Source: an optimization exercise on an open RTL-to-GDS flow (aim: small area, a short achievable clock period and few clock cycles per item). Production flows keep margins and buffers that such runs may drop.
RTL that was checked went through simulation tests only; none was proved equivalent to the original.
No activity file was given, so power comes from the tool's default toggle rates.

==> run a <==
## Out_of_Order_divider
module Out_of_Order_divider (clk, rst, start, memory_write_complete, dd_addr, dd_data, qr_we, qr_addr, qr_data);
==> module single_divider, before the edit <==
module single_divider (Clk, a_in, d_in, q_out, r_out);
input Clk;
input [7:0] a_in, d_in;
output [7:0] q_out, r_out;
wire [0:0] pr0 = a_in[7];
wire ge0 = (d_in[7:1] == 0) && (pr0 >= d_in[0:0]);
wire [0:0] nr0 = ge0 ? (pr0 - d_in[0:0]) : pr0;
wire [0:0] r1 = nr0;
wire [0:0] q1 = ge0;
wire [6:0] a1 = a_in[6:0];
wire [7:0] d1 = d_in;
wire [1:0] pr1 = {r1, a1[6]};
wire ge1 = (d1[7:2] == 0) && (pr1 >= d1[1:0]);
wire [1:0] nr1 = ge1 ? (pr1 - d1[1:0]) : pr1;
wire [1:0] r2 = nr1;
wire [1:0] q2 = {q1, ge1};
wire [5:0] a2 = a1[5:0];
wire [7:0] d2 = d1;
wire [2:0] pr2 = {r2, a2[5]};
wire ge2 = (d2[7:3] == 0) && (pr2 >= d2[2:0]);
wire [2:0] nr2 = ge2 ? (pr2 - d2[2:0]) : pr2;
reg [2:0] r3;
always @(posedge Clk) r3 <= nr2;
reg [2:0] q3;
always @(posedge Clk) q3 <= {q2, ge2};
reg [4:0] a3;
always @(posedge Clk) a3 <= a2[4:0];
reg [7:0] d3;
always @(posedge Clk) d3 <= d2;
wire [3:0] pr3 = {r3, a3[4]};
wire ge3 = (d3[7:4] == 0) && (pr3 >= d3[3:0]);
wire [3:0] nr3 = ge3 ? (pr3 - d3[3:0]) : pr3;
wire [3:0] r4 = nr3;
wire [3:0] q4 = {q3, ge3};
wire [3:0] a4 = a3[3:0];
wire [7:0] d4 = d3;
wire [4:0] pr4 = {r4, a4[3]};
wire ge4 = (d4[7:5] == 0) && (pr4 >= d4[4:0]);
wire [4:0] nr4 = ge4 ? (pr4 - d4[4:0]) : pr4;
wire [4:0] r5 = nr4;
wire [4:0] q5 = {q4, ge4};
wire [2:0] a5 = a4[2:0];
wire [7:0] d5 = d4;
wire [5:0] pr5 = {r5, a5[2]};
wire ge5 = (d5[7:6] == 0) && (pr5 >= d5[5:0]);
wire [5:0] nr5 = ge5 ? (pr5 - d5[5:0]) : pr5;
reg [5:0] r6;
always @(posedge Clk) r6 <= nr5;
reg [5:0] q6;
always @(posedge Clk) q6 <= {q5, ge5};
reg [1:0] a6;
always @(posedge Clk) a6 <= a5[1:0];
reg [7:0] d6;
always @(posedge Clk) d6 <= d5;
wire [6:0] pr6 = {r6, a6[1]};
wire ge6 = (d6[7:7] == 0) && (pr6 >= d6[6:0]);
wire [6:0] nr6 = ge6 ? (pr6 - d6[6:0]) : pr6;
wire [6:0] r7 = nr6;
wire [6:0] q7 = {q6, ge6};
wire [0:0] a7 = a6[0:0];
wire [7:0] d7 = d6;
wire [7:0] pr7 = {r7, a7[0]};
wire ge7 = 1'b1 && (pr7 >= d7[7:0]);
wire [7:0] nr7 = ge7 ? (pr7 - d7[7:0]) : pr7;
wire [7:0] r8 = nr7;
wire [7:0] q8 = {q7, ge7};
assign q_out = q8;
assign r_out = r8;
endmodule
==> module Out_of_Order_divider, before the edit <==
module Out_of_Order_divider (clk, rst, start, memory_write_complete, dd_addr, dd_data, qr_we, qr_addr, qr_data);
input clk, rst, start;
output memory_write_complete;
output [4:0] dd_addr;
input [15:0] dd_data;
output qr_we;
output [4:0] qr_addr;
output [15:0] qr_data;
reg [5:0] cnt;
reg run;
wire last = run && (cnt == 6'd33);
always @(posedge clk, posedge rst)
begin
  if (rst) begin
    cnt <= 6'd0;
    run <= 1'b0;
  end else if (last) begin
    cnt <= 6'd0;
    run <= 1'b0;
  end else if (start || run) begin
    cnt <= cnt + 6'd1;
    run <= 1'b1;
  end
end
wire [5:0] wcnt = cnt - 6'd2;
assign dd_addr = cnt[4:0];
assign qr_we = run && (cnt >= 6'd2);
assign qr_addr = wcnt[4:0];
assign memory_write_complete = last;
single_divider divider (.Clk(clk), .a_in(dd_data[15:8]), .d_in(dd_data[7:0]), .q_out(qr_data[15:8]), .r_out(qr_data[7:0]));
endmodule
Settings: LEC_CHECK=0, CAP_MARGIN=20, CORE_MARGIN=2, CORE_UTILIZATION=40, PLACE_DENSITY=0.6, SLEW_MARGIN=20; clock period 6.0 ns.
standard.sh (not shown) runs the stock make flow with config.mk's settings and CLKGATE_MAP_FILE= SYNTH_SCRIPT=/design/flow/synth_recipe.tcl, a recipe that flattens the netlist after the stock synthesis.
==> flow/flow/run.sh <==
#!/bin/bash
# The standard layout, with every input and output port buffered by a
# sky130_fd_sc_hd__buf_2 instead of the resizer's default choice.
set -euo pipefail
bash standard.sh BUFFER_PORTS_ARGS="-buffer_cell sky130_fd_sc_hd__buf_2" finish > standard.log 2>&1
==> run b (differences from run a) <==
--- a/flow/design.v
+++ b/flow/design.v
@@ -12,28 +12,32 @@
 wire [1:0] pr1 = {r1, a1[6]};
 wire ge1 = (d1[7:2] == 0) && (pr1 >= d1[1:0]);
 wire [1:0] nr1 = ge1 ? (pr1 - d1[1:0]) : pr1;
-wire [1:0] r2 = nr1;
-wire [1:0] q2 = {q1, ge1};
-wire [5:0] a2 = a1[5:0];
-wire [7:0] d2 = d1;
+reg [1:0] r2;
+always @(posedge Clk) r2 <= nr1;
+reg [1:0] q2;
+always @(posedge Clk) q2 <= {q1, ge1};
+reg [5:0] a2;
+always @(posedge Clk) a2 <= a1[5:0];
+reg [7:0] d2;
+always @(posedge Clk) d2 <= d1;
 wire [2:0] pr2 = {r2, a2[5]};
 wire ge2 = (d2[7:3] == 0) && (pr2 >= d2[2:0]);
 wire [2:0] nr2 = ge2 ? (pr2 - d2[2:0]) : pr2;
-reg [2:0] r3;
-always @(posedge Clk) r3 <= nr2;
-reg [2:0] q3;
-always @(posedge Clk) q3 <= {q2, ge2};
-reg [4:0] a3;
-always @(posedge Clk) a3 <= a2[4:0];
-reg [7:0] d3;
-always @(posedge Clk) d3 <= d2;
+wire [2:0] r3 = nr2;
+wire [2:0] q3 = {q2, ge2};
+wire [4:0] a3 = a2[4:0];
+wire [7:0] d3 = d2;
 wire [3:0] pr3 = {r3, a3[4]};
 wire ge3 = (d3[7:4] == 0) && (pr3 >= d3[3:0]);
 wire [3:0] nr3 = ge3 ? (pr3 - d3[3:0]) : pr3;
-wire [3:0] r4 = nr3;
-wire [3:0] q4 = {q3, ge3};
-wire [3:0] a4 = a3[3:0];
-wire [7:0] d4 = d3;
+reg [3:0] r4;
+always @(posedge Clk) r4 <= nr3;
+reg [3:0] q4;
+always @(posedge Clk) q4 <= {q3, ge3};
+reg [3:0] a4;
+always @(posedge Clk) a4 <= a3[3:0];
+reg [7:0] d4;
+always @(posedge Clk) d4 <= d3;
 wire [4:0] pr4 = {r4, a4[3]};
 wire ge4 = (d4[7:5] == 0) && (pr4 >= d4[4:0]);
 wire [4:0] nr4 = ge4 ? (pr4 - d4[4:0]) : pr4;
@@ -76,26 +80,30 @@
 output qr_we;
 output [4:0] qr_addr;
 output [15:0] qr_data;
-reg [5:0] cnt;
-reg run;
-wire last = run && (cnt == 6'd33);
+reg [4:0] rd_ptr, wr_ptr;
+reg rd_run;
+reg [2:0] valid;    
+wire rd_active = start | rd_run;
 always @(posedge clk, posedge rst)
 begin
   if (rst) begin
-    cnt <= 6'd0;
-    run <= 1'b0;
-  end else if (last) begin
-    cnt <= 6'd0;
-    run <= 1'b0;
-  end else if (start || run) begin
-    cnt <= cnt + 6'd1;
-    run <= 1'b1;
+    rd_ptr <= 5'd0;
+    wr_ptr <= 5'd0;
+    rd_run <= 1'b0;
+    valid <= 0;
+  end else begin
+    valid <= {valid[1:0], rd_active};
+    if (rd_active) begin
+      rd_ptr <= rd_ptr + 5'd1;
+      rd_run <= (rd_ptr != 5'd31);
+    end
+    if (qr_we)
+      wr_ptr <= wr_ptr + 5'd1;
   end
 end
-wire [5:0] wcnt = cnt - 6'd2;
-assign dd_addr = cnt[4:0];
-assign qr_we = run && (cnt >= 6'd2);
-assign qr_addr = wcnt[4:0];
-assign memory_write_complete = last;
+assign dd_addr = rd_ptr;
+assign qr_we = valid[2];
+assign qr_addr = wr_ptr;
+assign memory_write_complete = qr_we && (wr_ptr == 5'd31);
 single_divider divider (.Clk(clk), .a_in(dd_data[15:8]), .d_in(dd_data[7:0]), .q_out(qr_data[15:8]), .r_out(qr_data[7:0]));
 endmodule
==> flow/run.sh (new file) <==
#!/bin/bash
# synth_recipe.tcl (not shown) runs the flow's synth.tcl, then flattens the netlist and writes it again
# the make line also repeats each setting of config.mk as NAME=value (left out here)
make -C /OpenROAD-flow-scripts/flow DESIGN_CONFIG=/design/flow/config.mk WORK_HOME=/design/flow/orfs CLKGATE_MAP_FILE= SYNTH_SCRIPT=/design/flow/synth_recipe.tcl finish
removed: flow/flow/run.sh
removed: flow/standard.sh
==> run summary <==
| quantity | run a | run b |
|---|---|---|
| Clock share of power | 17.4% | 25.1% |
| Simple-gate share of the synthesized area | 10.7% | 8.82% |
| Non-clock inverter count in the final layout | 43 | 41 |
| Result of the run | timing/DRC/antenna clean | timing/DRC/antenna clean |
| Count of vias placed by the detailed router | 2402 | 2602 |
| Overall power consumption | 1150 uW | 1670 uW |
| Multi-input combinational cell count | 239 | 233 |
| F_max | 192 MHz | 178 MHz |
| Met2 Routed Length | 2.97 mm | 3.14 mm |
| GR Layer Usage met2 | 25.2% | 23.4% |
| Tap cell count | 102 | 108 |
| Final layout net count | 450 | 471 |
| Number of global-route vias before repair | 2380 | 2524 |
| Crit path time final | 5.20 ns | 5.62 ns |
| Chip Width | 93.5 um | 99.9 um |
| Worst rel slew slack | 55.5% | 47.8% |
| Vias/cell | 4.94 | 5.02 |
| Synthesized netlist cell count | 342 | 352 |
| Stage delay of the slowest cell on the critical path | 0.55 ns | 0.48 ns |
| Most common library cell in the layout ignoring fill and taps | sky130_fd_sc_hd__buf_2 | sky130_fd_sc_hd__dfxtp_1 |
| Clock group power | 201 uW | 419 uW |
| Adder-cell area share of the yosys netlist | 20.4% | 17.4% |
| Net Sw Power | 424 uW | 522 uW |
| Data arrival time of the critical path | 4.00 ns | 4.42 ns |
| Fraction of area in multi-input gates | 54.9% | 43.7% |
| Register cell area after layout | 996 um2 | 1550 um2 |
Testbench counts of run a, summed over its fixed seeds: cycles 6,528, jobs 192.
For run b, only the layout was checked, not whether the RTL still works.

* * *

==> try-pepper: inputs <==
==> flow/design.v <==
module single_divider (Clk, a_in, d_in, q_out, r_out);
input Clk;
input [7:0] a_in, d_in;
output [7:0] q_out, r_out;
wire [0:0] pr0 = a_in[7];
wire ge0 = (d_in[7:1] == 0) && (pr0 >= d_in[0:0]);
wire [0:0] nr0 = ge0 ? (pr0 - d_in[0:0]) : pr0;
wire [0:0] r1 = nr0;
wire [0:0] q1 = ge0;
wire [6:0] a1 = a_in[6:0];
wire [7:0] d1 = d_in;
wire [1:0] pr1 = {r1, a1[6]};
wire ge1 = (d1[7:2] == 0) && (pr1 >= d1[1:0]);
wire [1:0] nr1 = ge1 ? (pr1 - d1[1:0]) : pr1;
wire [1:0] r2 = nr1;
wire [1:0] q2 = {q1, ge1};
wire [5:0] a2 = a1[5:0];
wire [7:0] d2 = d1;
wire [2:0] pr2 = {r2, a2[5]};
wire ge2 = (d2[7:3] == 0) && (pr2 >= d2[2:0]);
wire [2:0] nr2 = ge2 ? (pr2 - d2[2:0]) : pr2;
wire [2:0] r3 = nr2;
wire [2:0] q3 = {q2, ge2};
wire [4:0] a3 = a2[4:0];
wire [7:0] d3 = d2;
wire [3:0] pr3 = {r3, a3[4]};
wire ge3 = (d3[7:4] == 0) && (pr3 >= d3[3:0]);
wire [3:0] nr3 = ge3 ? (pr3 - d3[3:0]) : pr3;
wire [3:0] r4 = nr3;
wire [3:0] q4 = {q3, ge3};
wire [3:0] a4 = a3[3:0];
wire [7:0] d4 = d3;
wire [4:0] pr4 = {r4, a4[3]};
wire ge4 = (d4[7:5] == 0) && (pr4 >= d4[4:0]);
wire [4:0] nr4 = ge4 ? (pr4 - d4[4:0]) : pr4;
reg [4:0] r5;
always @(posedge Clk) r5 <= nr4;
reg [4:0] q5;
always @(posedge Clk) q5 <= {q4, ge4};
reg [2:0] a5;
always @(posedge Clk) a5 <= a4[2:0];
reg [7:0] d5;
always @(posedge Clk) d5 <= d4;
wire [5:0] pr5 = {r5, a5[2]};
wire ge5 = (d5[7:6] == 0) && (pr5 >= d5[5:0]);
wire [5:0] nr5 = ge5 ? (pr5 - d5[5:0]) : pr5;
wire [5:0] r6 = nr5;
wire [5:0] q6 = {q5, ge5};
wire [1:0] a6 = a5[1:0];
wire [7:0] d6 = d5;
wire [6:0] pr6 = {r6, a6[1]};
wire ge6 = (d6[7:7] == 0) && (pr6 >= d6[6:0]);
wire [6:0] nr6 = ge6 ? (pr6 - d6[6:0]) : pr6;
wire [6:0] r7 = nr6;
wire [6:0] q7 = {q6, ge6};
wire [0:0] a7 = a6[0:0];
wire [7:0] d7 = d6;
wire [7:0] pr7 = {r7, a7[0]};
wire ge7 = 1'b1 && (pr7 >= d7[7:0]);
wire [7:0] nr7 = ge7 ? (pr7 - d7[7:0]) : pr7;
wire [7:0] r8 = nr7;
wire [7:0] q8 = {q7, ge7};
assign q_out = q8;
assign r_out = r8;
endmodule
`timescale 1 ns / 100 ps
module Out_of_Order_divider (clk, rst, start, memory_write_complete, dd_addr, dd_data, qr_we, qr_addr, qr_data);
input clk, rst, start;
output memory_write_complete;
output [4:0] dd_addr;
input [15:0] dd_data;
output qr_we;
output [4:0] qr_addr;
output [15:0] qr_data;
reg [5:0] cnt;
reg run;
wire last = run && (cnt == 6'd32);
always @(posedge clk, posedge rst)
begin
  if (rst) begin
    cnt <= 6'd0;
    run <= 1'b0;
  end else if (last) begin
    cnt <= 6'd0;
    run <= 1'b0;
  end else if (start || run) begin
    cnt <= cnt + 6'd1;
    run <= 1'b1;
  end
end
wire [5:0] wcnt = cnt - 6'd1;
assign dd_addr = cnt[4:0];
assign qr_we = run && (cnt >= 6'd1);
assign qr_addr = wcnt[4:0];
assign memory_write_complete = last;
single_divider divider (.Clk(clk), .a_in(dd_data[15:8]), .d_in(dd_data[7:0]), .q_out(qr_data[15:8]), .r_out(qr_data[7:0]));
endmodule
==> flow/flow/run.sh <==
#!/bin/bash
# The standard layout, with every input and output port buffered by a
# sky130_fd_sc_hd__buf_1 instead of the resizer's default choice.
set -euo pipefail
bash standard.sh BUFFER_PORTS_ARGS="-buffer_cell sky130_fd_sc_hd__buf_1"  finish > standard.log 2>&1
==> flow/standard.sh <==
#!/bin/bash
# synth_recipe.tcl (not shown) runs the flow's synth.tcl, then flattens the netlist and writes it again
# the make line also repeats each setting of config.mk as NAME=value (left out here)
make -C /OpenROAD-flow-scripts/flow DESIGN_CONFIG=/design/flow/config.mk WORK_HOME=/design/flow/orfs CLKGATE_MAP_FILE= SYNTH_SCRIPT=/design/flow/synth_recipe.tcl "${@:-finish}"
==> flow/config.mk <==
export PLATFORM = sky130hd
export DESIGN_NAME = Out_of_Order_divider
export DESIGN_NICKNAME = Out_of_Order_divider
export VERILOG_FILES = /design/flow/design.v
export SDC_FILE = /design/flow/constraint.sdc
export NUM_CORES = 4
export LEC_CHECK = 0
export CAP_MARGIN = 20
export CORE_MARGIN = 2
export CORE_UTILIZATION = 40
export PLACE_DENSITY = 0.6
export SLEW_MARGIN = 20
==> flow/constraint.sdc <==
create_clock -name core_clock -period 6.0 [get_ports {clk}]
set_input_delay 1.2000 -clock core_clock [delete_from_list [all_inputs] [get_ports {clk}]]
set_output_delay 1.2000 -clock core_clock [all_outputs]
set_load 0.01 [all_outputs]
==> try-fjord: changes against try-pepper <==
==> flow/design.v, changed modules only <==
module single_divider (Clk, a_in, d_in, q_out, r_out);
input Clk;
input [7:0] a_in, d_in;
output [7:0] q_out, r_out;
wire [0:0] pr0 = a_in[7];
wire [1:0] t0 = {1'b0, pr0} - {1'b0, d_in[0:0]};
wire ge0 = (d_in[7:1] == 0) && !t0[1];
wire [0:0] nr0 = ge0 ? t0[0:0] : pr0;
wire [0:0] r1 = nr0;
wire [0:0] q1 = ge0;
wire [6:0] a1 = a_in[6:0];
wire [7:0] d1 = d_in;
wire [1:0] pr1 = {r1, a1[6]};
wire [2:0] t1 = {1'b0, pr1} - {1'b0, d1[1:0]};
wire ge1 = (d1[7:2] == 0) && !t1[2];
wire [1:0] nr1 = ge1 ? t1[1:0] : pr1;
wire [1:0] r2 = nr1;
wire [1:0] q2 = {q1, ge1};
wire [5:0] a2 = a1[5:0];
wire [7:0] d2 = d1;
wire [2:0] pr2 = {r2, a2[5]};
wire [3:0] t2 = {1'b0, pr2} - {1'b0, d2[2:0]};
wire ge2 = (d2[7:3] == 0) && !t2[3];
wire [2:0] nr2 = ge2 ? t2[2:0] : pr2;
reg [2:0] r3;
always @(posedge Clk) r3 <= nr2;
reg [2:0] q3;
always @(posedge Clk) q3 <= {q2, ge2};
reg [4:0] a3;
always @(posedge Clk) a3 <= a2[4:0];
reg [7:0] d3;
always @(posedge Clk) d3 <= d2;
wire [3:0] pr3 = {r3, a3[4]};
wire [4:0] t3 = {1'b0, pr3} - {1'b0, d3[3:0]};
wire ge3 = (d3[7:4] == 0) && !t3[4];
wire [3:0] nr3 = ge3 ? t3[3:0] : pr3;
wire [3:0] r4 = nr3;
wire [3:0] q4 = {q3, ge3};
wire [3:0] a4 = a3[3:0];
wire [7:0] d4 = d3;
wire [4:0] pr4 = {r4, a4[3]};
wire [5:0] t4 = {1'b0, pr4} - {1'b0, d4[4:0]};
wire ge4 = (d4[7:5] == 0) && !t4[5];
wire [4:0] nr4 = ge4 ? t4[4:0] : pr4;
wire [4:0] r5 = nr4;
wire [4:0] q5 = {q4, ge4};
wire [2:0] a5 = a4[2:0];
wire [7:0] d5 = d4;
wire [5:0] pr5 = {r5, a5[2]};
wire [6:0] t5 = {1'b0, pr5} - {1'b0, d5[5:0]};
wire ge5 = (d5[7:6] == 0) && !t5[6];
wire [5:0] nr5 = ge5 ? t5[5:0] : pr5;
reg [5:0] r6;
always @(posedge Clk) r6 <= nr5;
reg [5:0] q6;
always @(posedge Clk) q6 <= {q5, ge5};
reg [1:0] a6;
always @(posedge Clk) a6 <= a5[1:0];
reg [7:0] d6;
always @(posedge Clk) d6 <= d5;
wire [6:0] pr6 = {r6, a6[1]};
wire [7:0] t6 = {1'b0, pr6} - {1'b0, d6[6:0]};
wire ge6 = (d6[7:7] == 0) && !t6[7];
wire [6:0] nr6 = ge6 ? t6[6:0] : pr6;
wire [6:0] r7 = nr6;
wire [6:0] q7 = {q6, ge6};
wire [0:0] a7 = a6[0:0];
wire [7:0] d7 = d6;
wire [7:0] pr7 = {r7, a7[0]};
wire [8:0] t7 = {1'b0, pr7} - {1'b0, d7[7:0]};
wire ge7 = 1'b1 && !t7[8];
wire [7:0] nr7 = ge7 ? t7[7:0] : pr7;
wire [7:0] r8 = nr7;
wire [7:0] q8 = {q7, ge7};
assign q_out = q8;
assign r_out = r8;
endmodule
module Out_of_Order_divider (clk, rst, start, memory_write_complete, dd_addr, dd_data, qr_we, qr_addr, qr_data);
input clk, rst, start;
output memory_write_complete;
output [4:0] dd_addr;
input [15:0] dd_data;
output qr_we;
output [4:0] qr_addr;
output [15:0] qr_data;
reg [4:0] rd_ptr, wr_ptr;
reg rd_run;
reg [1:0] valid;    
wire rd_active = start | rd_run;
always @(posedge clk, posedge rst)
begin
  if (rst) begin
    rd_ptr <= 5'd0;
    wr_ptr <= 5'd0;
    rd_run <= 1'b0;
    valid <= 0;
  end else begin
    valid <= {valid[0:0], rd_active};
    if (rd_active) begin
      rd_ptr <= rd_ptr + 5'd1;
      rd_run <= (rd_ptr != 5'd31);
    end
    if (qr_we)
      wr_ptr <= wr_ptr + 5'd1;
  end
end
assign dd_addr = rd_ptr;
assign qr_we = valid[1];
assign qr_addr = wr_ptr;
assign memory_write_complete = qr_we && (wr_ptr == 5'd31);
single_divider divider (.Clk(clk), .a_in(dd_data[15:8]), .d_in(dd_data[7:0]), .q_out(qr_data[15:8]), .r_out(qr_data[7:0]));
endmodule
==> flow/run.sh (new file) <==
#!/bin/bash
# synth_recipe.tcl (not shown) runs the flow's synth.tcl, then flattens the netlist and writes it again
# the make line also repeats each setting of config.mk as NAME=value (left out here)
make -C /OpenROAD-flow-scripts/flow DESIGN_CONFIG=/design/flow/config.mk WORK_HOME=/design/flow/orfs CLKGATE_MAP_FILE= SYNTH_SCRIPT=/design/flow/synth_recipe.tcl finish
removed: flow/flow/run.sh
removed: flow/standard.sh
==> try-delta: changes against try-pepper <==
==> flow/design.v, changed modules only <==
module single_divider (Clk, a_in, d_in, q_out, r_out);
input Clk;
input [7:0] a_in, d_in;
output [7:0] q_out, r_out;
wire [0:0] pr0 = a_in[7];
wire ge0 = (d_in[7:1] == 0) && (pr0 >= d_in[0:0]);
wire [0:0] nr0 = ge0 ? (pr0 - d_in[0:0]) : pr0;
wire [0:0] r1 = nr0;
wire [0:0] q1 = ge0;
wire [6:0] a1 = a_in[6:0];
wire [7:0] d1 = d_in;
wire [1:0] pr1 = {r1, a1[6]};
wire ge1 = (d1[7:2] == 0) && (pr1 >= d1[1:0]);
wire [1:0] nr1 = ge1 ? (pr1 - d1[1:0]) : pr1;
reg [1:0] r2;
always @(posedge Clk) r2 <= nr1;
reg [1:0] q2;
always @(posedge Clk) q2 <= {q1, ge1};
reg [5:0] a2;
always @(posedge Clk) a2 <= a1[5:0];
reg [7:0] d2;
always @(posedge Clk) d2 <= d1;
wire [2:0] pr2 = {r2, a2[5]};
wire ge2 = (d2[7:3] == 0) && (pr2 >= d2[2:0]);
wire [2:0] nr2 = ge2 ? (pr2 - d2[2:0]) : pr2;
wire [2:0] r3 = nr2;
wire [2:0] q3 = {q2, ge2};
wire [4:0] a3 = a2[4:0];
wire [7:0] d3 = d2;
wire [3:0] pr3 = {r3, a3[4]};
wire ge3 = (d3[7:4] == 0) && (pr3 >= d3[3:0]);
wire [3:0] nr3 = ge3 ? (pr3 - d3[3:0]) : pr3;
reg [3:0] r4;
always @(posedge Clk) r4 <= nr3;
reg [3:0] q4;
always @(posedge Clk) q4 <= {q3, ge3};
reg [3:0] a4;
always @(posedge Clk) a4 <= a3[3:0];
reg [7:0] d4;
always @(posedge Clk) d4 <= d3;
wire [4:0] pr4 = {r4, a4[3]};
wire ge4 = (d4[7:5] == 0) && (pr4 >= d4[4:0]);
wire [4:0] nr4 = ge4 ? (pr4 - d4[4:0]) : pr4;
wire [4:0] r5 = nr4;
wire [4:0] q5 = {q4, ge4};
wire [2:0] a5 = a4[2:0];
wire [7:0] d5 = d4;
wire [5:0] pr5 = {r5, a5[2]};
wire ge5 = (d5[7:6] == 0) && (pr5 >= d5[5:0]);
wire [5:0] nr5 = ge5 ? (pr5 - d5[5:0]) : pr5;
reg [5:0] r6;
always @(posedge Clk) r6 <= nr5;
reg [5:0] q6;
always @(posedge Clk) q6 <= {q5, ge5};
reg [1:0] a6;
always @(posedge Clk) a6 <= a5[1:0];
reg [7:0] d6;
always @(posedge Clk) d6 <= d5;
wire [6:0] pr6 = {r6, a6[1]};
wire ge6 = (d6[7:7] == 0) && (pr6 >= d6[6:0]);
wire [6:0] nr6 = ge6 ? (pr6 - d6[6:0]) : pr6;
wire [6:0] r7 = nr6;
wire [6:0] q7 = {q6, ge6};
wire [0:0] a7 = a6[0:0];
wire [7:0] d7 = d6;
wire [7:0] pr7 = {r7, a7[0]};
wire ge7 = 1'b1 && (pr7 >= d7[7:0]);
wire [7:0] nr7 = ge7 ? (pr7 - d7[7:0]) : pr7;
wire [7:0] r8 = nr7;
wire [7:0] q8 = {q7, ge7};
assign q_out = q8;
assign r_out = r8;
endmodule
module Out_of_Order_divider (clk, rst, start, memory_write_complete, dd_addr, dd_data, qr_we, qr_addr, qr_data);
input clk, rst, start;
output memory_write_complete;
output [4:0] dd_addr;
input [15:0] dd_data;
output qr_we;
output [4:0] qr_addr;
output [15:0] qr_data;
reg [4:0] rd_ptr, wr_ptr;
reg rd_run;
reg [2:0] valid;    
wire rd_active = start | rd_run;
always @(posedge clk, posedge rst)
begin
  if (rst) begin
    rd_ptr <= 5'd0;
    wr_ptr <= 5'd0;
    rd_run <= 1'b0;
    valid <= 0;
  end else begin
    valid <= {valid[1:0], rd_active};
    if (rd_active) begin
      rd_ptr <= rd_ptr + 5'd1;
      rd_run <= (rd_ptr != 5'd31);
    end
    if (qr_we)
      wr_ptr <= wr_ptr + 5'd1;
  end
end
assign dd_addr = rd_ptr;
assign qr_we = valid[2];
assign qr_addr = wr_ptr;
assign memory_write_complete = qr_we && (wr_ptr == 5'd31);
single_divider divider (.Clk(clk), .a_in(dd_data[15:8]), .d_in(dd_data[7:0]), .q_out(qr_data[15:8]), .r_out(qr_data[7:0]));
endmodule
==> flow/run.sh (new file) <==
#!/bin/bash
# synth_recipe.tcl (not shown) runs the flow's synth.tcl, then flattens the netlist and writes it again
# the make line also repeats each setting of config.mk as NAME=value (left out here)
make -C /OpenROAD-flow-scripts/flow DESIGN_CONFIG=/design/flow/config.mk WORK_HOME=/design/flow/orfs CLKGATE_MAP_FILE= SYNTH_SCRIPT=/design/flow/synth_recipe.tcl finish
- SETUP_SLACK_MARGIN: default -> 2.5
removed: flow/flow/run.sh
removed: flow/standard.sh
==> comparison <==
try-pepper finished but fails on setup timing. try-fjord produced a clean layout. try-delta ran to the end with no violations. Flip-flop and latch count: try-delta > try-fjord > try-pepper. The highest die area belongs to try-delta, the lowest to try-pepper. Between try-fjord and try-delta, the lower cell area is in try-fjord (gap 22%, measured against try-delta). The highest cell count belongs to try-pepper, the lowest to try-fjord. Non-clock buffer count, highest first: try-pepper, try-delta, try-fjord.
No run of this note included a check of the RTL's function; only the layout flow was run.

## afterwards: timing with drivers on the ports
The flow's constraints put no driver on any port. The routed layouts listed below were extracted and timed again, unchanged, in two steps.
Step 1: set_driving_cell puts a clkbuf_16 on clk and a buf_2 on each other input, an assumption about the parent block.
Step 2 moves the port delays by t, midway between the first and last clock arrival at a register: inputs arrive t later, outputs are due t later. That takes back most of the time a late clock gives input paths.
a / b / c = ideal ports / drivers / drivers and shift; a / b = the first two.
run	shift t [ns]	slack for setup (ns)	clock arrival spread, ns	worst slew at a driven data input, ns	pins driven straight from the clock port
run a	0.313	0.796 / 0.768 / 0.845	0.007 / 0.006	0.03	1
run b	0.370	0.377 / 0.351 / 0.721	0.010 / 0.010	0.04	1
try-pepper	0.297	-0.103 / -0.131 / -0.368	0.006 / 0.006	0.04	1
try-fjord	0.334	0.346 / 0.316 / 0.650	0.013 / 0.013	0.04	1
try-delta	0.360	1.400 / 1.371 / 1.731	0.012 / 0.011	0.03	1
For try-pepper, which loses most, drivers alone change the setup slack by -0.028 ns; drivers and shift together by -0.265 ns.
